Context: an optimization exercise on an open-source flow, tuned for small area. The choices shown serve that exercise and are no tape-out recipe.
Only simulation tests tie the RTL to the original design; equivalence was not proved.
Power and IR drop assume default switching activity.

File: flow/run.sh
#!/bin/bash
# The standard layout, with the smallest buffer on every input and output port
# (the standard flow picks a 10 um2 delay buffer for them).
set -euo pipefail
export BUFFER_PORTS_ARGS="-buffer_cell sky130_fd_sc_hd__buf_1"
bash standard.sh > standard.log 2>&1
File: design.v
module FFT (input wire [3:0] x_in0, input wire [3:0] x_in1, input wire [3:0] x_in2, input wire [3:0] x_in3,
            input wire [3:0] x_in4, input wire [3:0] x_in5, input wire [3:0] x_in6, input wire [3:0] x_in7,
            input wire Clock, input wire Reset,
            output wire [6:0] X_out0, output wire [11:0] X_out1, output wire [11:0] X_out2, output wire [17:0] X_out3,
            output wire [9:0] X_out4, output wire [15:0] X_out5, output wire [15:0] X_out6, output wire [21:0] X_out7);
  reg [3:0] a, b, c, d, e, f, g, h;
  always @(posedge Clock or negedge Reset)
    if (!Reset) begin
      a <= 4'd0; b <= 4'd0; c <= 4'd0; d <= 4'd0; e <= 4'd0; f <= 4'd0; g <= 4'd0; h <= 4'd0;
    end else begin
      a <= x_in0; b <= x_in4; c <= x_in2; d <= x_in6; e <= x_in1; f <= x_in5; g <= x_in3; h <= x_in7;
    end
  wire n229, n230; fa1 un229 (.a(a[0]), .b(b[0]), .ci(c[0]), .s(n229), .co(n230));
  wire n231, n232; fa1 un231 (.a(a[1]), .b(b[1]), .ci(c[1]), .s(n231), .co(n232));
  wire n233, n234; fa1 un233 (.a(d[1]), .b(n230), .ci(n231), .s(n233), .co(n234));
  wire n235, n236; fa1 un235 (.a(a[2]), .b(b[2]), .ci(c[2]), .s(n235), .co(n236));
  wire n237, n238; fa1 un237 (.a(d[2]), .b(n232), .ci(n235), .s(n237), .co(n238));
  wire n239, n240; fa1 un239 (.a(a[3]), .b(b[3]), .ci(c[3]), .s(n239), .co(n240));
  wire n241, n242; fa1 un241 (.a(d[3]), .b(n236), .ci(n239), .s(n241), .co(n242));
  wire n243, n244; ha1 un243 (.a(d[0]), .b(n229), .s(n243), .co(n244));
  wire n245; x2 un245 (.a(n233), .b(n244), .y(n245));
  wire n246; nd2 un246 (.a(n233), .b(n244), .y(n246));
  wire n247; x2 un247 (.a(n234), .b(n237), .y(n247));
  wire n248, n249; ng un248 (.a(n234), .b(n237), .gn(n248), .tn(n249));
  wire n250; xn2 un250 (.a(n247), .b(n246), .y(n250));
  wire n251; oai un251 (.a(n249), .b(n246), .c(n248), .y(n251));
  wire n252, n253; ha1 un252 (.a(n238), .b(n241), .s(n252), .co(n253));
  wire n254; x2 un254 (.a(n252), .b(n251), .y(n254));
  wire n255; aoi un255 (.a(n252), .b(n251), .c(n253), .y(n255));
  wire n256; x2 un256 (.a(n240), .b(n242), .y(n256));
  wire n257, n258; ng un257 (.a(n240), .b(n242), .gn(n257), .tn(n258));
  wire n259; xn2 un259 (.a(n256), .b(n255), .y(n259));
  wire n260; oai un260 (.a(n258), .b(n255), .c(n257), .y(n260));
  wire n489, n490; fa1 un489 (.a(e[0]), .b(f[0]), .ci(g[0]), .s(n489), .co(n490));
  wire n491, n492; fa1 un491 (.a(e[1]), .b(f[1]), .ci(g[1]), .s(n491), .co(n492));
  wire n493, n494; fa1 un493 (.a(h[1]), .b(n490), .ci(n491), .s(n493), .co(n494));
  wire n495, n496; fa1 un495 (.a(e[2]), .b(f[2]), .ci(g[2]), .s(n495), .co(n496));
  wire n497, n498; fa1 un497 (.a(h[2]), .b(n492), .ci(n495), .s(n497), .co(n498));
  wire n499, n500; fa1 un499 (.a(e[3]), .b(f[3]), .ci(g[3]), .s(n499), .co(n500));
  wire n501, n502; fa1 un501 (.a(h[3]), .b(n496), .ci(n499), .s(n501), .co(n502));
  wire n503, n504; ha1 un503 (.a(h[0]), .b(n489), .s(n503), .co(n504));
  wire n505; x2 un505 (.a(n493), .b(n504), .y(n505));
  wire n506; nd2 un506 (.a(n493), .b(n504), .y(n506));
  wire n507; x2 un507 (.a(n494), .b(n497), .y(n507));
  wire n508, n509; ng un508 (.a(n494), .b(n497), .gn(n508), .tn(n509));
  wire n510; xn2 un510 (.a(n507), .b(n506), .y(n510));
  wire n511; oai un511 (.a(n509), .b(n506), .c(n508), .y(n511));
  wire n512, n513; ha1 un512 (.a(n498), .b(n501), .s(n512), .co(n513));
  wire n514; x2 un514 (.a(n512), .b(n511), .y(n514));
  wire n515; aoi un515 (.a(n512), .b(n511), .c(n513), .y(n515));
  wire n516; x2 un516 (.a(n500), .b(n502), .y(n516));
  wire n517, n518; ng un517 (.a(n500), .b(n502), .gn(n517), .tn(n518));
  wire n519; xn2 un519 (.a(n516), .b(n515), .y(n519));
  wire n520; oai un520 (.a(n518), .b(n515), .c(n517), .y(n520));
  wire n949; x2 un949 (.a(a[0]), .b(b[0]), .y(n949));
  wire n950; nd2 un950 (.a(a[0]), .b(b[0]), .y(n950));
  wire n951; x2 un951 (.a(a[1]), .b(b[1]), .y(n951));
  wire n952, n953; ng un952 (.a(a[1]), .b(b[1]), .gn(n952), .tn(n953));
  wire n954; xn2 un954 (.a(n951), .b(n950), .y(n954));
  wire n955; oai un955 (.a(n953), .b(n950), .c(n952), .y(n955));
  wire n956, n957; ha1 un956 (.a(a[2]), .b(b[2]), .s(n956), .co(n957));
  wire n958; x2 un958 (.a(n956), .b(n955), .y(n958));
  wire n959; aoi un959 (.a(n956), .b(n955), .c(n957), .y(n959));
  wire n960; x2 un960 (.a(a[3]), .b(b[3]), .y(n960));
  wire n961, n962; ng un961 (.a(a[3]), .b(b[3]), .gn(n961), .tn(n962));
  wire n963; xn2 un963 (.a(n960), .b(n959), .y(n963));
  wire n964; oai un964 (.a(n962), .b(n959), .c(n961), .y(n964));
  wire n965, n966; ha1 un965 (.a(c[0]), .b(d[0]), .s(n965), .co(n966));
  wire n967; x2 un967 (.a(n965), .b(n964), .y(n967));
  wire n968; aoi un968 (.a(n965), .b(n964), .c(n966), .y(n968));
  wire n969; x2 un969 (.a(c[1]), .b(d[1]), .y(n969));
  wire n970, n971; ng un970 (.a(c[1]), .b(d[1]), .gn(n970), .tn(n971));
  wire n972; xn2 un972 (.a(n969), .b(n968), .y(n972));
  wire n973; oai un973 (.a(n971), .b(n968), .c(n970), .y(n973));
  wire n974, n975; ha1 un974 (.a(c[2]), .b(d[2]), .s(n974), .co(n975));
  wire n976; x2 un976 (.a(n974), .b(n973), .y(n976));
  wire n977; aoi un977 (.a(n974), .b(n973), .c(n975), .y(n977));
  wire n978; x2 un978 (.a(c[3]), .b(d[3]), .y(n978));
  wire n979, n980; ng un979 (.a(c[3]), .b(d[3]), .gn(n979), .tn(n980));
  wire n981; xn2 un981 (.a(n978), .b(n977), .y(n981));
  wire n982; oai un982 (.a(n980), .b(n977), .c(n979), .y(n982));
  wire n1411; x2 un1411 (.a(e[0]), .b(f[0]), .y(n1411));
  wire n1412; nd2 un1412 (.a(e[0]), .b(f[0]), .y(n1412));
  wire n1413; x2 un1413 (.a(e[1]), .b(f[1]), .y(n1413));
  wire n1414, n1415; ng un1414 (.a(e[1]), .b(f[1]), .gn(n1414), .tn(n1415));
  wire n1416; xn2 un1416 (.a(n1413), .b(n1412), .y(n1416));
  wire n1417; oai un1417 (.a(n1415), .b(n1412), .c(n1414), .y(n1417));
  wire n1418, n1419; ha1 un1418 (.a(e[2]), .b(f[2]), .s(n1418), .co(n1419));
  wire n1420; x2 un1420 (.a(n1418), .b(n1417), .y(n1420));
  wire n1421; aoi un1421 (.a(n1418), .b(n1417), .c(n1419), .y(n1421));
  wire n1422; x2 un1422 (.a(e[3]), .b(f[3]), .y(n1422));
  wire n1423, n1424; ng un1423 (.a(e[3]), .b(f[3]), .gn(n1423), .tn(n1424));
  wire n1425; xn2 un1425 (.a(n1422), .b(n1421), .y(n1425));
  wire n1426; oai un1426 (.a(n1424), .b(n1421), .c(n1423), .y(n1426));
  wire n1427, n1428; ha1 un1427 (.a(g[0]), .b(h[0]), .s(n1427), .co(n1428));
  wire n1429; x2 un1429 (.a(n1427), .b(n1426), .y(n1429));
  wire n1430; aoi un1430 (.a(n1427), .b(n1426), .c(n1428), .y(n1430));
  wire n1431; x2 un1431 (.a(g[1]), .b(h[1]), .y(n1431));
  wire n1432, n1433; ng un1432 (.a(g[1]), .b(h[1]), .gn(n1432), .tn(n1433));
  wire n1434; xn2 un1434 (.a(n1431), .b(n1430), .y(n1434));
  wire n1435; oai un1435 (.a(n1433), .b(n1430), .c(n1432), .y(n1435));
  wire n1436, n1437; ha1 un1436 (.a(g[2]), .b(h[2]), .s(n1436), .co(n1437));
  wire n1438; x2 un1438 (.a(n1436), .b(n1435), .y(n1438));
  wire n1439; aoi un1439 (.a(n1436), .b(n1435), .c(n1437), .y(n1439));
  wire n1440; x2 un1440 (.a(g[3]), .b(h[3]), .y(n1440));
  wire n1441, n1442; ng un1441 (.a(g[3]), .b(h[3]), .gn(n1441), .tn(n1442));
  wire n1443; xn2 un1443 (.a(n1440), .b(n1439), .y(n1443));
  wire n1444; oai un1444 (.a(n1442), .b(n1439), .c(n1441), .y(n1444));
  wire n1813, n1814; ha1 un1813 (.a(n243), .b(n503), .s(n1813), .co(n1814));
  wire n1815, n1816; fa1 un1815 (.a(n245), .b(n505), .ci(n1814), .s(n1815), .co(n1816));
  wire n1817, n1818; fa1 un1817 (.a(n250), .b(n510), .ci(n1816), .s(n1817), .co(n1818));
  wire n1819, n1820; fa1 un1819 (.a(n254), .b(n514), .ci(n1818), .s(n1819), .co(n1820));
  wire n1821, n1822; ha1 un1821 (.a(n259), .b(n519), .s(n1821), .co(n1822));
  wire n1823; x2 un1823 (.a(n1821), .b(n1820), .y(n1823));
  wire n1824; aoi un1824 (.a(n1821), .b(n1820), .c(n1822), .y(n1824));
  wire n1825; x2 un1825 (.a(n260), .b(n520), .y(n1825));
  wire n1826, n1827; ng un1826 (.a(n260), .b(n520), .gn(n1826), .tn(n1827));
  wire n1828; xn2 un1828 (.a(n1825), .b(n1824), .y(n1828));
  wire n1829; oai un1829 (.a(n1827), .b(n1824), .c(n1826), .y(n1829));
  wire n2066, n2067; ha1 un2066 (.a(n503), .b(n259), .s(n2066), .co(n2067));
  wire n2068, n2069; fa1 un2068 (.a(n505), .b(n260), .ci(n2067), .s(n2068), .co(n2069));
  wire n2070; x2 un2070 (.a(n510), .b(n2069), .y(n2070));
  wire n2071; nd2 un2071 (.a(n510), .b(n2069), .y(n2071));
  wire n2072; iv un2072 (.a(n514), .y(n2072));
  wire n2073; xn2 un2073 (.a(n514), .b(n2071), .y(n2073));
  wire n2074; nr2 un2074 (.a(n2072), .b(n2071), .y(n2074));
  wire n2075; x2 un2075 (.a(n519), .b(n2074), .y(n2075));
  wire n2076; nd2 un2076 (.a(n519), .b(n2074), .y(n2076));
  wire n2077; xn2 un2077 (.a(n520), .b(n2076), .y(n2077));
  wire n3154, n3155; ha1 un3154 (.a(n1411), .b(n958), .s(n3154), .co(n3155));
  wire n3156, n3157; fa1 un3156 (.a(n1416), .b(n963), .ci(n3155), .s(n3156), .co(n3157));
  wire n3158, n3159; fa1 un3158 (.a(n1420), .b(n967), .ci(n3157), .s(n3158), .co(n3159));
  wire n3160, n3161; fa1 un3160 (.a(n1425), .b(n972), .ci(n3159), .s(n3160), .co(n3161));
  wire n3162, n3163; ha1 un3162 (.a(n1429), .b(n976), .s(n3162), .co(n3163));
  wire n3164; x2 un3164 (.a(n3162), .b(n3161), .y(n3164));
  wire n3165; aoi un3165 (.a(n3162), .b(n3161), .c(n3163), .y(n3165));
  wire n3166; x2 un3166 (.a(n1434), .b(n981), .y(n3166));
  wire n3167, n3168; ng un3167 (.a(n1434), .b(n981), .gn(n3167), .tn(n3168));
  wire n3169; xn2 un3169 (.a(n3166), .b(n3165), .y(n3169));
  wire n3170; oai un3170 (.a(n3168), .b(n3165), .c(n3167), .y(n3170));
  wire n3171, n3172; ha1 un3171 (.a(n1438), .b(n982), .s(n3171), .co(n3172));
  wire n3173; x2 un3173 (.a(n3171), .b(n3170), .y(n3173));
  wire n3174; aoi un3174 (.a(n3171), .b(n3170), .c(n3172), .y(n3174));
  wire n3175; iv un3175 (.a(n1443), .y(n3175));
  wire n3176; xn2 un3176 (.a(n1443), .b(n3174), .y(n3176));
  wire n3177; nr2 un3177 (.a(n3175), .b(n3174), .y(n3177));
  wire n3178; x2 un3178 (.a(n1444), .b(n3177), .y(n3178));
  wire n3179; nd2 un3179 (.a(n1444), .b(n3177), .y(n3179));
  wire n3180; iv un3180 (.a(n3179), .y(n3180));
  wire n3859, n3860; ha1 un3859 (.a(n1411), .b(n976), .s(n3859), .co(n3860));
  wire n3861, n3862; fa1 un3861 (.a(n1416), .b(n981), .ci(n3860), .s(n3861), .co(n3862));
  wire n3863, n3864; ha1 un3863 (.a(n1420), .b(n982), .s(n3863), .co(n3864));
  wire n3865; x2 un3865 (.a(n3863), .b(n3862), .y(n3865));
  wire n3866; aoi un3866 (.a(n3863), .b(n3862), .c(n3864), .y(n3866));
  wire n3867; iv un3867 (.a(n1425), .y(n3867));
  wire n3868; xn2 un3868 (.a(n1425), .b(n3866), .y(n3868));
  wire n3869; nr2 un3869 (.a(n3867), .b(n3866), .y(n3869));
  wire n3870; x2 un3870 (.a(n1429), .b(n3869), .y(n3870));
  wire n3871; nd2 un3871 (.a(n1429), .b(n3869), .y(n3871));
  wire n3872; iv un3872 (.a(n1434), .y(n3872));
  wire n3873; xn2 un3873 (.a(n1434), .b(n3871), .y(n3873));
  wire n3874; nr2 un3874 (.a(n3872), .b(n3871), .y(n3874));
  wire n3875; x2 un3875 (.a(n1438), .b(n3874), .y(n3875));
  wire n3876; nd2 un3876 (.a(n1438), .b(n3874), .y(n3876));
  wire n3877; iv un3877 (.a(n1443), .y(n3877));
  wire n3878; xn2 un3878 (.a(n1443), .b(n3876), .y(n3878));
  wire n3879; nr2 un3879 (.a(n3877), .b(n3876), .y(n3879));
  wire n3880; x2 un3880 (.a(n1444), .b(n3879), .y(n3880));
  wire n3881; nd2 un3881 (.a(n1444), .b(n3879), .y(n3881));
  wire n3882; iv un3882 (.a(n3881), .y(n3882));
  wire n5077, n5078; fa1 un5077 (.a(a[2]), .b(c[0]), .ci(e[1]), .s(n5077), .co(n5078));
  wire n5079, n5080; fa1 un5079 (.a(a[3]), .b(c[1]), .ci(e[2]), .s(n5079), .co(n5080));
  wire n5081, n5082; fa1 un5081 (.a(g[0]), .b(n5078), .ci(n5079), .s(n5081), .co(n5082));
  wire n5083, n5084; fa1 un5083 (.a(b[0]), .b(c[2]), .ci(e[3]), .s(n5083), .co(n5084));
  wire n5085, n5086; fa1 un5085 (.a(g[1]), .b(n5080), .ci(n5083), .s(n5085), .co(n5086));
  wire n5087, n5088; fa1 un5087 (.a(b[1]), .b(c[3]), .ci(f[0]), .s(n5087), .co(n5088));
  wire n5089, n5090; fa1 un5089 (.a(g[2]), .b(n5084), .ci(n5087), .s(n5089), .co(n5090));
  wire n5091, n5092; fa1 un5091 (.a(b[2]), .b(d[0]), .ci(f[1]), .s(n5091), .co(n5092));
  wire n5093, n5094; fa1 un5093 (.a(g[3]), .b(n5088), .ci(n5091), .s(n5093), .co(n5094));
  wire n5095, n5096; fa1 un5095 (.a(b[3]), .b(d[1]), .ci(f[2]), .s(n5095), .co(n5096));
  wire n5097, n5098; fa1 un5097 (.a(h[0]), .b(n5092), .ci(n5095), .s(n5097), .co(n5098));
  wire n5099, n5100; fa1 un5099 (.a(d[2]), .b(f[3]), .ci(h[1]), .s(n5099), .co(n5100));
  wire n5101, n5102; fa1 un5101 (.a(n5096), .b(n5099), .ci(n5098), .s(n5101), .co(n5102));
  wire n5103, n5104; fa1 un5103 (.a(d[3]), .b(h[2]), .ci(n5100), .s(n5103), .co(n5104));
  wire n5105, n5106; ha1 un5105 (.a(a[1]), .b(e[0]), .s(n5105), .co(n5106));
  wire n5107, n5108; ha1 un5107 (.a(n5077), .b(n5106), .s(n5107), .co(n5108));
  wire n5109, n5110; ha1 un5109 (.a(n5081), .b(n5108), .s(n5109), .co(n5110));
  wire n5111, n5112; fa1 un5111 (.a(n5082), .b(n5085), .ci(n5110), .s(n5111), .co(n5112));
  wire n5113, n5114; fa1 un5113 (.a(n5086), .b(n5089), .ci(n5112), .s(n5113), .co(n5114));
  wire n5115, n5116; fa1 un5115 (.a(n5090), .b(n5093), .ci(n5114), .s(n5115), .co(n5116));
  wire n5117, n5118; ha1 un5117 (.a(n5094), .b(n5097), .s(n5117), .co(n5118));
  wire n5119; x2 un5119 (.a(n5117), .b(n5116), .y(n5119));
  wire n5120; aoi un5120 (.a(n5117), .b(n5116), .c(n5118), .y(n5120));
  wire n5121; iv un5121 (.a(n5101), .y(n5121));
  wire n5122; xn2 un5122 (.a(n5101), .b(n5120), .y(n5122));
  wire n5123; nr2 un5123 (.a(n5121), .b(n5120), .y(n5123));
  wire n5124, n5125; ha1 un5124 (.a(n5103), .b(n5102), .s(n5124), .co(n5125));
  wire n5126; x2 un5126 (.a(n5124), .b(n5123), .y(n5126));
  wire n5127; aoi un5127 (.a(n5124), .b(n5123), .c(n5125), .y(n5127));
  wire n5128; x2 un5128 (.a(h[3]), .b(n5104), .y(n5128));
  wire n5129, n5130; ng un5129 (.a(h[3]), .b(n5104), .gn(n5129), .tn(n5130));
  wire n5131; xn2 un5131 (.a(n5128), .b(n5127), .y(n5131));
  wire n5132; oai un5132 (.a(n5130), .b(n5127), .c(n5129), .y(n5132));
  wire n7521, n7522; fa1 un7521 (.a(b[1]), .b(c[3]), .ci(e[0]), .s(n7521), .co(n7522));
  wire n7523, n7524; fa1 un7523 (.a(b[2]), .b(d[0]), .ci(e[1]), .s(n7523), .co(n7524));
  wire n7525, n7526; fa1 un7525 (.a(b[3]), .b(d[1]), .ci(e[2]), .s(n7525), .co(n7526));
  wire n7527, n7528; fa1 un7527 (.a(g[0]), .b(n7524), .ci(n7525), .s(n7527), .co(n7528));
  wire n7529, n7530; fa1 un7529 (.a(d[2]), .b(e[3]), .ci(g[1]), .s(n7529), .co(n7530));
  wire n7531, n7532; fa1 un7531 (.a(n7526), .b(n7529), .ci(n7528), .s(n7531), .co(n7532));
  wire n7533, n7534; fa1 un7533 (.a(d[3]), .b(f[0]), .ci(g[2]), .s(n7533), .co(n7534));
  wire n7535, n7536; fa1 un7535 (.a(n7530), .b(n7533), .ci(n7532), .s(n7535), .co(n7536));
  wire n7537, n7538; fa1 un7537 (.a(f[1]), .b(g[3]), .ci(n7534), .s(n7537), .co(n7538));
  wire n7539, n7540; fa1 un7539 (.a(f[2]), .b(h[0]), .ci(n7538), .s(n7539), .co(n7540));
  wire n7541, n7542; fa1 un7541 (.a(f[3]), .b(h[1]), .ci(n7540), .s(n7541), .co(n7542));
  wire n7543, n7544; ha1 un7543 (.a(a[2]), .b(c[0]), .s(n7543), .co(n7544));
  wire n7545, n7546; fa1 un7545 (.a(a[3]), .b(c[1]), .ci(n7544), .s(n7545), .co(n7546));
  wire n7547, n7548; fa1 un7547 (.a(b[0]), .b(c[2]), .ci(n7546), .s(n7547), .co(n7548));
  wire n7549, n7550; ha1 un7549 (.a(n7521), .b(n7548), .s(n7549), .co(n7550));
  wire n7551, n7552; fa1 un7551 (.a(n7522), .b(n7523), .ci(n7550), .s(n7551), .co(n7552));
  wire n7553; x2 un7553 (.a(n7527), .b(n7552), .y(n7553));
  wire n7554; nd2 un7554 (.a(n7527), .b(n7552), .y(n7554));
  wire n7555; iv un7555 (.a(n7531), .y(n7555));
  wire n7556; xn2 un7556 (.a(n7531), .b(n7554), .y(n7556));
  wire n7557; nr2 un7557 (.a(n7555), .b(n7554), .y(n7557));
  wire n7558; x2 un7558 (.a(n7535), .b(n7557), .y(n7558));
  wire n7559; nd2 un7559 (.a(n7535), .b(n7557), .y(n7559));
  wire n7560; iv un7560 (.a(n7559), .y(n7560));
  wire n7561, n7562; fa1 un7561 (.a(n7537), .b(n7536), .ci(n7560), .s(n7561), .co(n7562));
  wire n7563; x2 un7563 (.a(n7539), .b(n7562), .y(n7563));
  wire n7564; nd2 un7564 (.a(n7539), .b(n7562), .y(n7564));
  wire n7565; iv un7565 (.a(n7541), .y(n7565));
  wire n7566; xn2 un7566 (.a(n7541), .b(n7564), .y(n7566));
  wire n7567; nr2 un7567 (.a(n7565), .b(n7564), .y(n7567));
  wire n7568, n7569; ha1 un7568 (.a(h[2]), .b(n7542), .s(n7568), .co(n7569));
  wire n7570; x2 un7570 (.a(n7568), .b(n7567), .y(n7570));
  wire n7571; aoi un7571 (.a(n7568), .b(n7567), .c(n7569), .y(n7571));
  wire n7572; iv un7572 (.a(h[3]), .y(n7572));
  wire n7573; xn2 un7573 (.a(h[3]), .b(n7571), .y(n7573));
  wire n7574; nr2 un7574 (.a(n7572), .b(n7571), .y(n7574));
  wire n11294, n11295; fa1 un11294 (.a(b[2]), .b(c[0]), .ci(e[3]), .s(n11294), .co(n11295));
  wire n11296, n11297; fa1 un11296 (.a(b[3]), .b(c[1]), .ci(f[0]), .s(n11296), .co(n11297));
  wire n11298, n11299; fa1 un11298 (.a(c[2]), .b(f[1]), .ci(n11297), .s(n11298), .co(n11299));
  wire n11300, n11301; fa1 un11300 (.a(c[3]), .b(f[2]), .ci(g[0]), .s(n11300), .co(n11301));
  wire n11302, n11303; fa1 un11302 (.a(d[0]), .b(f[3]), .ci(g[1]), .s(n11302), .co(n11303));
  wire n11304, n11305; fa1 un11304 (.a(d[1]), .b(g[2]), .ci(n11303), .s(n11304), .co(n11305));
  wire n11306, n11307; fa1 un11306 (.a(d[2]), .b(g[3]), .ci(n11305), .s(n11306), .co(n11307));
  wire n11308, n11309; fa1 un11308 (.a(d[3]), .b(h[0]), .ci(n11307), .s(n11308), .co(n11309));
  wire n11310, n11311; ha1 un11310 (.a(a[3]), .b(e[0]), .s(n11310), .co(n11311));
  wire n11312, n11313; fa1 un11312 (.a(b[0]), .b(e[1]), .ci(n11311), .s(n11312), .co(n11313));
  wire n11314, n11315; fa1 un11314 (.a(b[1]), .b(e[2]), .ci(n11313), .s(n11314), .co(n11315));
  wire n11316, n11317; ha1 un11316 (.a(n11294), .b(n11315), .s(n11316), .co(n11317));
  wire n11318, n11319; ha1 un11318 (.a(n11295), .b(n11296), .s(n11318), .co(n11319));
  wire n11320; x2 un11320 (.a(n11318), .b(n11317), .y(n11320));
  wire n11321; aoi un11321 (.a(n11318), .b(n11317), .c(n11319), .y(n11321));
  wire n11322; iv un11322 (.a(n11298), .y(n11322));
  wire n11323; xn2 un11323 (.a(n11298), .b(n11321), .y(n11323));
  wire n11324; nr2 un11324 (.a(n11322), .b(n11321), .y(n11324));
  wire n11325, n11326; ha1 un11325 (.a(n11300), .b(n11299), .s(n11325), .co(n11326));
  wire n11327; x2 un11327 (.a(n11325), .b(n11324), .y(n11327));
  wire n11328; aoi un11328 (.a(n11325), .b(n11324), .c(n11326), .y(n11328));
  wire n11329; x2 un11329 (.a(n11301), .b(n11302), .y(n11329));
  wire n11330, n11331; ng un11330 (.a(n11301), .b(n11302), .gn(n11330), .tn(n11331));
  wire n11332; xn2 un11332 (.a(n11329), .b(n11328), .y(n11332));
  wire n11333; oai un11333 (.a(n11331), .b(n11328), .c(n11330), .y(n11333));
  wire n11334, n11335; ha1 un11334 (.a(n11304), .b(n11333), .s(n11334), .co(n11335));
  wire n11336; x2 un11336 (.a(n11306), .b(n11335), .y(n11336));
  wire n11337; nd2 un11337 (.a(n11306), .b(n11335), .y(n11337));
  wire n11338; iv un11338 (.a(n11308), .y(n11338));
  wire n11339; xn2 un11339 (.a(n11308), .b(n11337), .y(n11339));
  wire n11340; nr2 un11340 (.a(n11338), .b(n11337), .y(n11340));
  wire n11341, n11342; fa1 un11341 (.a(h[1]), .b(n11309), .ci(n11340), .s(n11341), .co(n11342));
  wire n11343; x2 un11343 (.a(h[2]), .b(n11342), .y(n11343));
  wire n11344; nd2 un11344 (.a(h[2]), .b(n11342), .y(n11344));
  wire n11345; iv un11345 (.a(h[3]), .y(n11345));
  wire n11346; xn2 un11346 (.a(h[3]), .b(n11344), .y(n11346));
  wire n11347; nr2 un11347 (.a(n11345), .b(n11344), .y(n11347));
  wire n12838, n12839; ha1 un12838 (.a(b[3]), .b(c[1]), .s(n12838), .co(n12839));
  wire n12840, n12841; ha1 un12840 (.a(c[2]), .b(e[1]), .s(n12840), .co(n12841));
  wire n12842, n12843; ha1 un12842 (.a(c[3]), .b(e[2]), .s(n12842), .co(n12843));
  wire n12844, n12845; ha1 un12844 (.a(d[0]), .b(e[3]), .s(n12844), .co(n12845));
  wire n12846, n12847; ha1 un12846 (.a(d[1]), .b(f[0]), .s(n12846), .co(n12847));
  wire n12848, n12849; ha1 un12848 (.a(d[2]), .b(f[1]), .s(n12848), .co(n12849));
  wire n12850, n12851; fa1 un12850 (.a(d[3]), .b(f[2]), .ci(g[0]), .s(n12850), .co(n12851));
  wire n12852, n12853; ha1 un12852 (.a(f[3]), .b(g[1]), .s(n12852), .co(n12853));
  wire n12854, n12855; ha1 un12854 (.a(b[2]), .b(c[0]), .s(n12854), .co(n12855));
  wire n12856, n12857; fa1 un12856 (.a(e[0]), .b(n12838), .ci(n12855), .s(n12856), .co(n12857));
  wire n12858, n12859; ha1 un12858 (.a(n12839), .b(n12840), .s(n12858), .co(n12859));
  wire n12860; x2 un12860 (.a(n12858), .b(n12857), .y(n12860));
  wire n12861; aoi un12861 (.a(n12858), .b(n12857), .c(n12859), .y(n12861));
  wire n12862; x2 un12862 (.a(n12841), .b(n12842), .y(n12862));
  wire n12863, n12864; ng un12863 (.a(n12841), .b(n12842), .gn(n12863), .tn(n12864));
  wire n12865; xn2 un12865 (.a(n12862), .b(n12861), .y(n12865));
  wire n12866; oai un12866 (.a(n12864), .b(n12861), .c(n12863), .y(n12866));
  wire n12867, n12868; ha1 un12867 (.a(n12843), .b(n12844), .s(n12867), .co(n12868));
  wire n12869; x2 un12869 (.a(n12867), .b(n12866), .y(n12869));
  wire n12870; aoi un12870 (.a(n12867), .b(n12866), .c(n12868), .y(n12870));
  wire n12871; x2 un12871 (.a(n12845), .b(n12846), .y(n12871));
  wire n12872, n12873; ng un12872 (.a(n12845), .b(n12846), .gn(n12872), .tn(n12873));
  wire n12874; xn2 un12874 (.a(n12871), .b(n12870), .y(n12874));
  wire n12875; oai un12875 (.a(n12873), .b(n12870), .c(n12872), .y(n12875));
  wire n12876, n12877; ha1 un12876 (.a(n12847), .b(n12848), .s(n12876), .co(n12877));
  wire n12878; x2 un12878 (.a(n12876), .b(n12875), .y(n12878));
  wire n12879; aoi un12879 (.a(n12876), .b(n12875), .c(n12877), .y(n12879));
  wire n12880; x2 un12880 (.a(n12849), .b(n12850), .y(n12880));
  wire n12881, n12882; ng un12881 (.a(n12849), .b(n12850), .gn(n12881), .tn(n12882));
  wire n12883; xn2 un12883 (.a(n12880), .b(n12879), .y(n12883));
  wire n12884; oai un12884 (.a(n12882), .b(n12879), .c(n12881), .y(n12884));
  wire n12885, n12886; fa1 un12885 (.a(n12852), .b(n12851), .ci(n12884), .s(n12885), .co(n12886));
  wire n12887, n12888; ha1 un12887 (.a(g[2]), .b(n12853), .s(n12887), .co(n12888));
  wire n12889; x2 un12889 (.a(n12887), .b(n12886), .y(n12889));
  wire n12890; aoi un12890 (.a(n12887), .b(n12886), .c(n12888), .y(n12890));
  wire n12891; iv un12891 (.a(g[3]), .y(n12891));
  wire n12892; xn2 un12892 (.a(g[3]), .b(n12890), .y(n12892));
  wire n12893; nr2 un12893 (.a(n12891), .b(n12890), .y(n12893));
  wire n12894; x2 un12894 (.a(h[0]), .b(n12893), .y(n12894));
  wire n12895; nd2 un12895 (.a(h[0]), .b(n12893), .y(n12895));
  wire n12896; iv un12896 (.a(h[1]), .y(n12896));
  wire n12897; xn2 un12897 (.a(h[1]), .b(n12895), .y(n12897));
  wire n12898; nr2 un12898 (.a(n12896), .b(n12895), .y(n12898));
  wire n12899; x2 un12899 (.a(h[2]), .b(n12898), .y(n12899));
  wire n12900; nd2 un12900 (.a(h[2]), .b(n12898), .y(n12900));
  wire n12901; iv un12901 (.a(h[3]), .y(n12901));
  wire n12902; xn2 un12902 (.a(h[3]), .b(n12900), .y(n12902));
  wire n12903; nr2 un12903 (.a(n12901), .b(n12900), .y(n12903));
  assign X_out0 = {n1829, n1828, n1823, n1819, n1817, n1815, n1813};
  assign X_out1 = {n5132, n5131, n5126, n5122, n5119, n5115, n5113, n5111, n5109, n5107, n5105, a[0]};
  assign X_out2 = {n3180, n3178, n3176, n3173, n3169, n3164, n3160, n3158, n3156, n3154, n954, n949};
  assign X_out3 = {n11347, n11346, n11343, n11341, n11339, n11336, n11334, n11332, n11327, n11323, n11320, n11316, n11314, n11312, n11310, a[2], a[1], a[0]};
  assign X_out4 = {n2077, n2075, n2073, n2070, n2068, n2066, n254, n250, n245, n243};
  assign X_out5 = {n7574, n7573, n7570, n7566, n7563, n7561, n7558, n7556, n7553, n7551, n7549, n7547, n7545, n7543, a[1], a[0]};
  assign X_out6 = {n3882, n3880, n3878, n3875, n3873, n3870, n3868, n3865, n3861, n3859, n972, n967, n963, n958, n954, n949};
  assign X_out7 = {n12903, n12902, n12899, n12897, n12894, n12892, n12889, n12885, n12883, n12878, n12874, n12869, n12865, n12860, n12856, n12854, b[1], b[0], a[3], a[2], a[1], a[0]};
endmodule
module fa1 (input wire a, input wire b, input wire ci, output wire s, output wire co);
  assign s = a ^ b ^ ci;
  assign co = (a & b) | (a & ci) | (b & ci);
endmodule
module ha1 (input wire a, input wire b, output wire s, output wire co);
  assign s = a ^ b;
  assign co = a & b;
endmodule
module x2 (input wire a, input wire b, output wire y);
  assign y = a ^ b;
endmodule
module xn2 (input wire a, input wire b, output wire y);
  assign y = ~(a ^ b);
endmodule
module nd2 (input wire a, input wire b, output wire y);
  assign y = ~(a & b);
endmodule
module nr2 (input wire a, input wire b, output wire y);
  assign y = ~(a | b);
endmodule
module iv (input wire a, output wire y);
  assign y = ~a;
endmodule
module ng (input wire a, input wire b, output wire gn, output wire tn);
  assign gn = ~(a & b);
  assign tn = ~(a | b);
endmodule
module aoi (input wire a, input wire b, input wire c, output wire y);
  assign y = ~((a & b) | c);
endmodule
module oai (input wire a, input wire b, input wire c, output wire y);
  assign y = ~((a | b) & c);
endmodule
File: standard.sh
#!/bin/bash
# synth_recipe.tcl (not shown) runs the flow's synth.tcl, then flattens the netlist and writes it again
# the make line also repeats each setting of config.mk as NAME=value (left out here)
make -C /OpenROAD-flow-scripts/flow DESIGN_CONFIG=/design/flow/config.mk WORK_HOME=/design/flow/orfs CLKGATE_MAP_FILE= SYNTH_SCRIPT=/design/flow/synth_recipe.tcl "${@:-finish}"
File: constraint.sdc
create_clock -name core_clock -period 5.0 [get_ports {Clock}]
set_input_delay 1.0000 -clock core_clock [delete_from_list [all_inputs] [get_ports {Clock}]]
set_output_delay 1.0000 -clock core_clock [all_outputs]
set_load 0.01 [all_outputs]
File: config.mk
export PLATFORM = sky130hd
export DESIGN_NAME = FFT
export DESIGN_NICKNAME = FFT
export VERILOG_FILES = /design/flow/design.v
export SDC_FILE = /design/flow/constraint.sdc
export NUM_CORES = 4
export LEC_CHECK = 0
export CAP_MARGIN = 20
export CORE_MARGIN = 2
export CORE_UTILIZATION = 40
export CTS_BUF_LIST = sky130_fd_sc_hd__clkbuf_8
export CTS_CLUSTER_DIAMETER = 200
export CTS_CLUSTER_SIZE = 40
export SLEW_MARGIN = 20
export SYNTH_HIERARCHICAL = 1
==> results of run 1 <==
## Yosys stat by module, one instance, submodules excluded
module  flip-flops and latches  cells  cell area, sq um  times used
ha1                          0      1             12.51          43
xn2                          0      1             8.758          35
oai                          0      1             5.005          19
ng                           0      2             7.507          19
iv                           0      1             3.754          18
FFT                         32    141              1619           1
x2                           0      1             8.758          57
fa1                          0      1             20.02          68
aoi                          0      1             8.758          21
nr2                          0      1             3.754          15
nd2                          0      1             3.754          17
## what timing repair did
| item | 4_1_cts | 5_1_grt |
|---|---|---|
| buffers inserted | 0 | 9 |
| gates cloned | 0 | 0 |
| setup endpoints to repair | 3 | 14 |
| pin swaps | 0 | 8 |
| resized for setup | 2 | 17 |
## critical path: stages, from the launching register on
cell     delay (ns)
dfrtp_2        0.47
fa_1           0.47
fa_1           0.47
ha_1           0.23
fa_1           0.38
fa_1           0.39
fa_2           0.38
a21oi_2        0.19
nor2_1         0.10
a21oi_2        0.17
xnor2_1        0.13
buf_1          0.17
## synthesized netlist by cell type (all sizes together)
master  instances  share of area (%)
buf           109                 17
fa             68                 28
xor2           57                 10
ha             43                 11
nand2          36                2.7
xnor2          35                6.2
nor2           34                2.6
dfrtp          32                 16
a21oi          21                3.7
o21ai          19                1.9
inv            18                1.4
## cell families after synthesis
group,after synthesis,share of synthesized area [%]
compound gates,40,5.656
xor+xnor,92,16.33
fa+ha+maj,111,38.50
buf+inv,127,17.96
flops,32,16.23
simple gates,70,5.326
## metrics by stage
stage / std cells / setup slack [ns] / cell area, sq um / utilization (%) / TNS, ns
2_1_floorplan: 472 / 0.4732 / 4933 / - / 0
3_3_place_gp: 672 / 0.2665 / 4969 / 41.36 / 0
3_5_place_dp: 672 / 0.2390 / 4969 / 41.36 / 0
4_1_cts: 680 / 0.03253 / 5065 / 42.17 / 0
5_1_grt: 689 / -0.01544 / 5177 / 43.10 / -0.01544
6_report: 689 / 0.1748 / 5177 / 43.10 / 0
## how the worst min path moves through the flow
stage | to | slack [ns] | cells after the start
6_report | d[2] | 0.79 | 1
5_1_grt | b[1] | 0.80 | 1
4_1_cts | d[2] | 0.80 | 1
3_5_place_dp | f[2] | 1.10 | 1
3_3_place_gp | h[2] | 1.10 | 1
2_1_floorplan | a[0] | 0.70 | 0
## layout make-up
class / count / area share [%]
sequential: 32 / 15.68
tap: 147 / 3.552
timing repair buffer: 171 / 14.52
multi-input combinational: 313 / 63.24
inverter: 18 / 1.305
clock buffer: 5 / 1.329
clock inverter: 3 / 0.3625
## flip-flops by register name (all words and copies together), names as in the netlist
signal  flops
b           4
c           4
e           4
g           4
h           4
a           4
d           4
f           4
## power groups by stage
stage	clock network [mW]	logic, mW	registers [mW]
4_1_cts	0.209	1.40	0.305
6_report	0.202	1.40	0.304
3_3_place_gp	0	1.36	0.310
3_5_place_dp	0	1.39	0.310
2_1_floorplan	0	1.42	0.313
5_1_grt	0.220	1.56	0.308
## metal layers
metal / routed length [microns] / global-route usage, %
met5: 0 / 0
met3: 504 / 2.741
met1: 4927 / 23.21
met2: 5657 / 30.63
met4: 144 / 2.892
==> reports/qor.yml, run 1 <==
clock_network:
  path_clk_slew_ns: 0.07
  cts.sinks: 32
  cts_inserted_buffers: 5
  cts-root-buf: "clkbuf_8"
  cts_max_level: 2
  clockBufferDepth: 2
  cts_tree: "built"
  cts_hold_buffers: 0
timing:
  finalCritPeriodShare_pct: 96.50
  slew_headroom_pct: 45.13
  min_period_ns: 4.825
  holdWs_ns: 0.7943
  tightest_slew_ns: 0.8230
  slew_violations: 0
  setup_viol: 0
  timing.fmax_mhz: 207.2
  final-hold-violation-count: 0
finish:
  nFillCells: 1192
  final_common_cell: "buf_1"
  mostFrequentLayoutCells: "143 x buf_1, 66 x fa_1, 57 x xor2_1"
  regArea_sq_um: 812.0
  drive_above_1_share_pct: 13.65
  syn2layout_area_growth_pct: 4.946
  fin_nets: 686
  insertedDiodeCount: 0
  multi_input_area_sq_um: 3274
worst_hold_path:
  hp-class: "primary input to asynchronous set/reset pin"
logic_synthesis:
  synthDistinctLibCells: 11
  synthesis.area_sq_um: 4933
  avgSynthCellArea_sq_um: 10.45
  yosysWarnings: 7
  ys_ff_latch: 32
  synth_nets: 617
  yosysSeqAreaShare_pct: 16.23
  syn_inst: 472
power:
  pwr-share-clk_pct: 10.6
  p_leak_nw: 2.226
  ir_drop_uv: 164.1
  pwr-share-comb_pct: 73.5
  total_power_mw: 1.907
  powerDensity_nw_per_um2: 368.3
  p_sw_share_pct: 51.41
  p_sw_mw: 0.9801
  internal_power_mw: 0.9265
  pwr-share-seq_pct: 15.9
place:
  routabilityCongestion: 0.8731
  dp_hpwl_microns: 9781
  port_buffers: 146
global_routing:
  grt_usage_pct: 17.45
  first_global_vias: 3405
  antenna_found_initial: 0
  grt_max_degree: 33
  grt_pass1_wl_microns: 17550
  grt.overflow.total: 0
detailed_routing:
  avgRoutedWirePerCell_microns: 16.31
  num_vias: 3225
  routed_wirelength_microns: 11240
  postRouteAntennaNets: 0
  vias_per_cell: 4.681
  drt_iter0_markers: 104
  drc: 0
  first_pass_iters: 4
flow_run:
  cap_viol_max_count: 0
floorplanning:
  die_w_microns: 115.1
  initial_core_util_pct: 41.07
  die-area_sq_um: 13240
  fp-row-count: 40
  ios: 147
  chipHeight_microns: 115.1
  core_area_sq_um: 12010
critical_path:
  cp_data_arrival_time_ns: 3.83
  cp-endpoint: "X_out1[10]"
  worstPathMaxFanout: 6
  critPathKind: "flip-flop to output pin"
  end_kind: "output pin"
  crit_path_start: "a[2]"
  cp-start-kind: "flip-flop"
  cp.required_ns: 4.00
run_status:
  status: "finished clean"
==> run 2: changes to the inputs <==
--- a/config.mk
+++ b/config.mk
@@ -8,8 +8,5 @@
 export CAP_MARGIN = 20
 export CORE_MARGIN = 2
 export CORE_UTILIZATION = 40
-export CTS_BUF_LIST = sky130_fd_sc_hd__clkbuf_8
-export CTS_CLUSTER_DIAMETER = 200
-export CTS_CLUSTER_SIZE = 40
 export SLEW_MARGIN = 20
 export SYNTH_HIERARCHICAL = 1
==> reports/qor.yml, run 2 <==
clock_network:
  cts-root-buf: "clkbuf_16"
  cts_hold_buffers: 0
  cts_tree: "built"
  clockBufferDepth: 2
  cts.sinks: 32
  cts_max_level: 2
  path_clk_slew_ns: 0.06
  cts_inserted_buffers: 5
detailed_routing:
  vias_per_cell: 4.685
  postRouteAntennaNets: 0
  num_vias: 3228
  first_pass_iters: 4
  routed_wirelength_microns: 11280
  drt_iter0_markers: 110
  avgRoutedWirePerCell_microns: 16.36
  drc: 0
floorplanning:
  core_area_sq_um: 12010
  chipHeight_microns: 115.1
  die-area_sq_um: 13240
  initial_core_util_pct: 41.07
  ios: 147
  fp-row-count: 40
  die_w_microns: 115.1
flow_run:
  cap_viol_max_count: 0
logic_synthesis:
  synth_top_area_cell: "fa_1"
  avgSynthCellArea_sq_um: 10.45
  synth-edff-count: 0
  syn_inst: 472
  synthMostInstantiatedCell: "buf_4"
  synthTopCellsByArea: "fa_1 28%, buf_4 17%, dfrtp_1 16%"
  yosysWarnings: 7
  synthDistinctLibCells: 11
  ys_ff_latch: 32
  netlist_top_cells_count: "109 x buf_4, 68 x fa_1, 57 x xor2_1"
  async_flop_share_pct: 100.0
  synth_nets: 617
  synthesis.area_sq_um: 4933
  yosysSeqAreaShare_pct: 16.23
  synth_top_area_share_pct: 27.59
  ys.flop_type: "dfrtp_1"
finish:
  final_common_cell: "buf_1"
  insertedDiodeCount: 0
  final_util_pct: 43.51
  fin_nets: 686
  drive_above_1_share_pct: 13.10
  final_cells: 689
  mostFrequentLayoutCells: "143 x buf_1, 66 x fa_1, 57 x xor2_1"
  syn2layout_area_growth_pct: 5.935
timing:
  timing.fmax_mhz: 208.0
  timing.final.ws_setup_ns: 0.1916
  setup_viol: 0
  min_period_ns: 4.808
  slew_headroom_pct: 44.81
  holdWs_ns: 0.8094
  tightest_slew_ns: 0.8278
  slew_violations: 0
  finalCritPeriodShare_pct: 96.17
  final-hold-violation-count: 0
place:
  pre_cts_slack_ns: 0.2390
  routabilityCongestion: 0.8731
  dp_hpwl_microns: 9781
  dp.cells: 672
  port_buffers: 146
critical_path:
  end_kind: "output pin"
  cpMaxStageDelayCell: "dfrtp_1"
  path_cells: "buf_4 > ha_1 > fa_1 > fa_1 > ha_2 > a21oi_2 > nor2_1 > a21oi_2 > o21ai_1 > ha_1 > nand2_1 > nor2_1 > fa_1 > nand2_1 > xnor2_1 > clkbuf_2"
  cpMostUsedCell: "fa_1"
  critical_path.top_delay_family: "adder cells"
  max_stage_delay_ns: 0.39
  cp_data_arrival_time_ns: 3.81
  cp.required_ns: 4.00
  critPathBufInv: 2
  critPathKind: "flip-flop to output pin"
  cp-start-kind: "flip-flop"
  worstPathMaxFanout: 7
global_routing:
  grt_max_degree: 33
  grt_usage_pct: 17.61
  first_global_vias: 3407
  antenna_found_initial: 0
  grt_pass1_wl_microns: 17720
  grt.overflow.total: 0
worst_hold_path:
  hp-class: "primary input to asynchronous set/reset pin"
power:
  powerDensity_nw_per_um2: 383.4
  p_leak_nw: 2.251
  total_power_mw: 2.004
  ir_drop_uv: 201.2
run_status:
  status: "finished clean"
-- run 2: kinds of logic (layout without fill, tap and decap cells) --
family,after synthesis,after routing,share of synthesized area [%]
DFF,32,32,16.23
buffers and inverters,127,197,17.96
xor gates and xnor gates,92,92,16.33
adders and majority gates,111,111,38.50
AOI/OAI and AO/OA,40,40,5.656
and+or+nand+nor,70,70,5.326
-- run 2: Yosys stat by module, one instance, submodules excluded --
module	cells inside	copies in the design
FFT	141	1
aoi	1	21
fa1	1	68
ha1	1	43
iv	1	18
nd2	1	17
ng	2	19
nr2	1	15
oai	1	19
x2	1	57
xn2	1	35
-- run 2: where the power goes --
group          total, mW  internal, mW  switching [mW]
logic               1.40         0.557           0.844
registers          0.304         0.273          0.0316
clock network      0.298         0.183           0.115
total               2.00          1.01           0.991
-- run 2: layout make-up --
type	instances	area (sq um)
well taps	147	183.9
repair buffers	171	752.0
inverters	18	67.56
fillers	1186	6785
clock inverters	3	18.77
multi-input cells	313	3268
flip-flops and latches	32	810.8
clock buffers	5	125.1
-- run 2: layer usage --
| layer | vias up | track usage, % | share of wire [%] |
|---|---|---|---|
| met4 | 0 | 2.892 | 1.1 |
| met3 | 11 | 2.636 | 4.4 |
| met2 | 112 | 30.82 | 51 |
| li1 | 1519 | - | - |
| met5 | - | 0 | 0 |
| met1 | 1586 | 23.62 | 44 |
-- run 2: worst max-delay path by stage --
stage	slack (ns)	cells past startpoint	end	start
final	0.19	16	X_out3[16]	a[3]
after global routing	-0.01	16	X_out3[16]	a[3]
after CTS	0.02	11	X_out1[10]	e[1]
after detailed placement	0.24	17	X_out6[14]	b[0]
after global placement	0.27	17	X_out6[14]	b[0]
after floorplan	0.47	11	X_out1[10]	a[3]
-- run 2: metrics by stage --
step | instance area (sq um) | setup TNS (ns)
after CTS | 5120 | 0
final | 5226 | 0
after detailed placement | 4969 | 0
after global routing | 5226 | -0.01002
after global placement | 4969 | 0
after floorplan | 4933 | 0
-- run 2: repair_timing --
item	4_1_cts	5_1_grt
setup endpoints to repair	2	12
pin swaps	0	8
resized for setup	1	15
setup buffers	0	9
==> run 3: changes to the inputs <==
--- a/config.mk
+++ b/config.mk
@@ -8,5 +8,6 @@
 export CAP_MARGIN = 20
 export CORE_MARGIN = 2
 export CORE_UTILIZATION = 40
+export CTS_BUF_LIST = sky130_fd_sc_hd__clkbuf_4
 export SLEW_MARGIN = 20
 export SYNTH_HIERARCHICAL = 1
==> reports/qor.yml, run 3 <==
floorplanning:
  initial_core_util_pct: 41.07
  chipHeight_microns: 115.1
  die-area_sq_um: 13240
  fp-row-count: 40
  core_area_sq_um: 12010
  ios: 147
  die_w_microns: 115.1
power:
  pwr-share-comb_pct: 75.7
  p_sw_mw: 0.9777
  pwr-share-seq_pct: 16.1
  p_sw_share_pct: 52.04
  ir_drop_uv: 168.8
  p_leak_nw: 2.255
  pwr-share-clk_pct: 8.2
  powerDensity_nw_per_um2: 359.2
  internal_power_mw: 0.9012
  total_power_mw: 1.879
critical_path:
  end_kind: "output pin"
  worstPathMaxFanout: 2
  crit_cells: 11
  cp-start-kind: "flip-flop"
  critPathKind: "flip-flop to output pin"
  cpMostUsedCell: "fa_1"
  critical_path.top_delay_family: "adder cells"
  cp-endpoint: "X_out1[10]"
  cpMaxStageDelayCell: "fa_1"
  path_cells: "fa_1 > fa_1 > ha_1 > fa_1 > fa_1 > fa_2 > a21oi_2 > nor2_1 > a21oi_2 > xnor2_1 > clkbuf_2"
  cp_data_arrival_time_ns: 3.84
  cp.required_ns: 4.00
  critPathBufInv: 1
  crit_path_start: "a[3]"
  max_stage_delay_ns: 0.55
place:
  dp_hpwl_microns: 9781
  pre_cts_slack_ns: 0.2390
  placedInstanceArea_sq_um: 4969
  port_buffers: 146
  routabilityCongestion: 0.8731
detailed_routing:
  met2_length_microns: 5731
  first_pass_iters: 4
  drc: 0
  postRouteAntennaNets: 0
  wl_met1_microns: 4855
  routed-wl-met3_microns: 568
  avgRoutedWirePerCell_microns: 16.18
  vias_per_cell: 4.691
  routed_wirelength_microns: 11260
  num_vias: 3265
  route.top_layer_used: "met4"
  drt_iter0_markers: 97
finish:
  final_util_pct: 43.54
  insertedDiodeCount: 0
  final_common_cell: "buf_1"
  fin_nets: 693
  drive_above_1_share_pct: 16.76
  mostFrequentLayoutCells: "141 x buf_1, 62 x fa_1, 57 x xor2_1"
  final_area_sq_um: 5230
  syn2layout_area_growth_pct: 6.011
logic_synthesis:
  async_flop_share_pct: 100.0
  synth_top_area_share_pct: 27.59
  yosysWarnings: 7
  syn_inst: 472
  synthDistinctLibCells: 11
  ys.flop_type: "dfrtp_1"
  yosysSeqAreaShare_pct: 16.23
  synthMostInstantiatedCell: "buf_4"
  ys_ff_latch: 32
  netlist_top_cells_count: "109 x buf_4, 68 x fa_1, 57 x xor2_1"
  synth_top_area_cell: "fa_1"
  avgSynthCellArea_sq_um: 10.45
  synthesis.area_sq_um: 4933
  synth-edff-count: 0
  synthTopCellsByArea: "fa_1 28%, buf_4 17%, dfrtp_1 16%"
  synth_nets: 617
run_status:
  status: "finished clean"
timing:
  slew_violations: 0
  rsz0062_at_grt: "true"
  finalCritPeriodShare_pct: 96.83
  timing.final.ws_setup_ns: 0.1585
  holdWs_ns: 0.7421
  setup_viol: 0
  final-hold-violation-count: 0
  slew_headroom_pct: 43.95
  timing.fmax_mhz: 206.5
  min_period_ns: 4.841
  tightest_slew_ns: 0.8407
clock_network:
  cts.sinks: 32
  cts_hold_buffers: 0
  clockBufferDepth: 2
  cts-root-buf: "clkbuf_4"
  cts_inserted_buffers: 5
  path_clk_slew_ns: 0.11
  cts_max_level: 2
  cts_tree: "built"
flow_run:
  cap_viol_max_count: 0
worst_hold_path:
  hp-class: "primary input to asynchronous set/reset pin"
global_routing:
  first_global_vias: 3408
  antenna_found_initial: 0
  grt_pass1_wl_microns: 17590
  grt.overflow.total: 0
  grt_max_degree: 33
  grt_usage_pct: 17.46
run 3: changes by cell type in the layout (fill, tap and decap cells not counted), sizes merged:
| cell | previous run | this run |
|---|---|---|
| buf | 168 | 173 |
| clkbuf | 8 | 10 |
run 3: worst min path at each step:
stage	cells after the start	start	slack [ns]	endpoint
5_1_grt	1	x_in4[2]	0.73	b[2]
4_1_cts	1	x_in6[2]	0.73	d[2]
6_report	1	Reset	0.74	d[2]
3_3_place_gp	1	x_in7[2]	1.10	h[2]
3_5_place_dp	1	x_in5[2]	1.10	f[2]
2_1_floorplan	0	Reset	0.70	a[0]
run 3: cell families (layout without fill, tap and decap cells):
| logic type | after synthesis | count (layout) | synth area share [%] |
|---|---|---|---|
| AO/OA/AOI/OAI | 40 | 40 | 5.656 |
| XOR/XNOR | 92 | 92 | 16.33 |
| adder cells (fa/ha/maj) | 111 | 111 | 38.50 |
| buffers and inverters | 127 | 204 | 17.96 |
| flip-flops | 32 | 32 | 16.23 |
| AND/OR/NAND/NOR | 70 | 70 | 5.326 |
run 3: modules after synthesis (local to each module, per instance):
| module | copies in the design | flip-flops and latches | cells |
|---|---|---|---|
| iv | 18 | 0 | 1 |
| xn2 | 35 | 0 | 1 |
| nr2 | 15 | 0 | 1 |
| FFT | 1 | 32 | 141 |
| x2 | 57 | 0 | 1 |
| ng | 19 | 0 | 2 |
| ha1 | 43 | 0 | 1 |
| fa1 | 68 | 0 | 1 |
| nd2 | 17 | 0 | 1 |
| aoi | 21 | 0 | 1 |
| oai | 19 | 0 | 1 |
run 3: through the flow:
stage	TNS, ns	instances
4_1_cts	0	683
3_5_place_dp	0	672
6_report	0	696
2_1_floorplan	0	472
5_1_grt	-0.02527	696
3_3_place_gp	0	672
run 3: power groups by stage:
stage | Sequential, mW | Combinational (mW) | Clock, mW
6_report | 0.303 | 1.42 | 0.153
5_1_grt | 0.308 | 1.59 | 0.171
4_1_cts | 0.305 | 1.40 | 0.160
3_5_place_dp | 0.310 | 1.39 | 0
3_3_place_gp | 0.310 | 1.36 | 0
2_1_floorplan | 0.313 | 1.42 | 0
run 3: metal layers:
| metal | GRT usage (%) | vias up |
|---|---|---|
| met5 | 0 | - |
| met4 | 2.651 | 0 |
| met3 | 2.688 | 10 |
| met2 | 30.86 | 120 |
| met1 | 23.18 | 1599 |
| li1 | - | 1536 |
run 3: final cells by class:
| cell class | instances | area, sq um |
|---|---|---|
| multi-input cells | 313 | 3302 |
| inverters | 18 | 67.56 |
| clock inverters | 3 | 18.77 |
| flip-flops and latches | 32 | 813.3 |
| repair buffers | 178 | 807.0 |
| clock buffers | 5 | 37.54 |
| well taps | 147 | 183.9 |
| fillers | 1180 | 6782 |
run 3: what timing repair did:
| item | in CTS | in global routing |
|---|---|---|
| gates resized for setup | 4 | 26 |
| setup endpoints to repair | 4 | 22 |
| pin swaps | 0 | 9 |
| setup buffers | 3 | 13 |

## separate check: timing with driven ports
No port has a modelled driver above. Below, the same layouts with a new extraction and two added sets of constraints.
Step 1, drivers: a clkbuf_16 drives Clock and a buf_2 each remaining input, both assumed.
Step 2 moves the port delays by t, midway between the first and last clock arrival at a register: inputs arrive t later, outputs are due t later. That takes back most of the time a late clock gives input paths.
Slacks: ideal / step 1 / step 2; pairs: ideal / step 1.
| run | shift t [ns] | setup WS [ns] | slew at the worst register clock pin (ns) | worst data-port slew with drivers (ns) |
|---|---|---|---|---|
| run 1 | 0.312 | 0.175 / 0.147 / 0.459 | 0.07 / 0.07 | 0.04 |
| run 2 | 0.308 | 0.192 / 0.159 / 0.467 | 0.06 / 0.06 | 0.04 |
| run 3 | 0.357 | 0.159 / 0.132 / 0.489 | 0.11 / 0.11 | 0.04 |
After both steps every run listed still meets setup and hold.
